This is an optimization exercise on Yosys and OpenROAD, whose aim is small area and a short achievable clock period, not a production implementation.
Function was checked by simulation only, so behaviour that the tests miss may differ from the original.

## rv16_cpu_top
module rv16_cpu_top(rv16_cpu_clock, rv16_cpu_reset, rv16_cpu_dminstr_in, rv16_cpu_dmdata_in, rv16_cpu_addr_out, rv16_cpu_dmdata_out);
	parameter DATA = 16;
	parameter OPCODE = 4;
	input rv16_cpu_clock;
	input rv16_cpu_reset;
	input [DATA-1:0]rv16_cpu_dminstr_in;
	input [DATA-1:0]rv16_cpu_dmdata_in;
	output reg [DATA-1:0]rv16_cpu_addr_out;
	output reg [DATA-1:0]rv16_cpu_dmdata_out;
	wire [OPCODE-1:0]opcode_out;
	wire [OPCODE-1:0]rs1_addr_out;
	wire [OPCODE-1:0]rs2_addr_out;
	wire [OPCODE-1:0]rd_addr_out;
	rv16_instr_dmux IDMUX (.rv16_dminstr_in(rv16_cpu_dminstr_in), .opcode_out(opcode_out), .rs1_addr_out(rs1_addr_out), .rs2_addr_out(rs2_addr_out), .rd_addr_out(rd_addr_out));
	wire [DATA-1:0]rs1_reg_out;
	wire [DATA-1:0]rs2_reg_out;
	wire [DATA-1:0]rd_fumux_out;
	rv16_register_file REGF (.rd_addr_in(rd_addr_out), .rs1_addr_in(rs1_addr_out), .rs2_addr_in(rs2_addr_out), .rd_reg_in(rd_fumux_out),
						.rv16_reg_clock(rv16_cpu_clock), .rv16_reg_reset(rv16_cpu_reset), .rs1_reg_out(rs1_reg_out), .rs2_reg_out(rs2_reg_out));
	wire [DATA-1:0]rd_addsub_out;
	rv16_add_unit ADDERUNIT (.a(rs1_reg_out), .b(rs2_reg_out), .sub(opcode_out[0]), .y(rd_addsub_out));
	wire [DATA-1:0]rd_mult_out;
	rv16_mult_unit MULTUNIT (.a(rs1_reg_out), .b(rs2_reg_out), .p(rd_mult_out));
	wire [DATA-1:0]rd_div_quo;
	rv16_div_unit DIVUNIT (.a(rs1_reg_out), .b(rs2_reg_out), .q(rd_div_quo));
	wire [DATA-1:0]rd_xor_out;
	rv16_xor_unit XORUNIT (.rs1_xor_in(rs1_reg_out), .rs2_xor_in(rs2_reg_out), .rd_xor_out(rd_xor_out));
	wire [DATA-1:0]rd_and_out;
	rv16_and_unit ANDUNIT (rs1_reg_out, rs2_reg_out, rd_and_out);
	wire [DATA-1:0]rd_or_out;
	rv16_or_unit ORUNIT (rs1_reg_out, rs2_reg_out, rd_or_out);
  ...
Size in the first run: ~260 flip-flops, ~66 I/O pins.
clock: 66.0 ns
lec_check: 0
abc_area: 1
cap_margin: 20
core_margin: 2
core_utilization: 60
place_density: 0.7
slew_margin: 20
run.sh (not shown) runs the stock make flow with config.mk's settings and CLKGATE_MAP_FILE= SYNTH_SCRIPT=/design/flow/synth_recipe.tcl, a recipe that flattens the netlist after the stock synthesis.
The starting point went through all stages and came out clean.
==> next run, changes <==
- CORE_UTILIZATION: 60 -> 40
- PLACE_DENSITY: 0.7 -> not set
After rerunning:
- The new run went through all stages and came out clean
- synthesized area does not change
- setup slack improves by 0.23 ns
- cell count rises by 8.3%
- global-route usage falls by 14 points
- fmax rises by 0.67%
- wire length rises by 3.1%
==> next run, changes <==
- CORE_UTILIZATION: 40 -> 72
- PLACE_DENSITY: not set -> 0.82
Core utilization goes up by 34 points.

* * *

the previous run:
rv16_cpu_top, a different RTL version from the one above (not shown whole).
For scale: roughly 3100 cells after synthesis, about 66 I/O pins.
Settings: LEC_CHECK=0, CAP_MARGIN=20, CORE_MARGIN=2, CORE_UTILIZATION=65, PLACE_DENSITY=0.75, SLEW_MARGIN=20; clock period 66.0 ns.
The previous run completed end to end with timing, DRC and antenna clean.
Setup changes, the previous run to the current run
- a change of CORE_UTILIZATION from 65 to 40
- a deleted PLACE_DENSITY that had been 0.75
Results
The current run reached the end of the flow, and the finished layout is clean on the timing, design-rule and antenna checks. The current run against the previous run: total number of tap cells grew by 60%; detailed route wirelength on metal2 grew by about 1%; wire length shrank by 1.2 mm. The current run reports its critical-path cell with the highest stage delay as sky130_fd_sc_hd__o2111ai_1 while the previous run reports sky130_fd_sc_hd__a31oi_2. Lower total track usage among the current run and the previous run: the current run. Smallest setup slack after layout: the current run and the previous run compared, higher one is the current run. There was hardly any difference in area occupied by multi-input gates between the current run and the previous run. On hold slack, the higher figure sits with the current run, not the previous run. Looking at achievable frequency, the current run sits 4.5% higher than the previous run does.

port drivers added, routing unchanged:
The flow's constraints put no driver on any port. The routed layouts listed below were extracted and timed again, unchanged, in two steps. Step 1 assumes that a clkbuf_16 drives the clock port and a buf_2 every other input. Step 2, shift: input delay + t, output delay - t, t = (earliest + latest rising clock arrival at the registers) / 2. This alone moves slack from input paths to output paths. a / b / c = ideal ports / drivers / drivers and shift; a / b = the first two.
run	t, ns	setup WS [ns]	worst register clock-pin slew, ns	worst slew at a driven data input, ns	cell pins on the clock port's net
the first run of note 1	0.587	30.906 / 30.938 / 30.351	0.08 / 0.08	0.04	1
the second run of note 1	0.591	31.139 / 31.168 / 30.577	0.07 / 0.07	0.10	1
the third run of note 1	0.570	31.109 / 31.133 / 30.563	0.07 / 0.07	0.05	1
the previous run	0.579	28.490 / 28.510 / 27.931	0.08 / 0.08	0.04	1
the current run	0.591	30.119 / 30.150 / 29.559	0.07 / 0.07	0.04	1
After both steps every run listed still meets setup and hold. The setup slack of the second run of note 1, which loses most, moves by +0.029 ns with the drivers and by -0.562 ns with both steps.
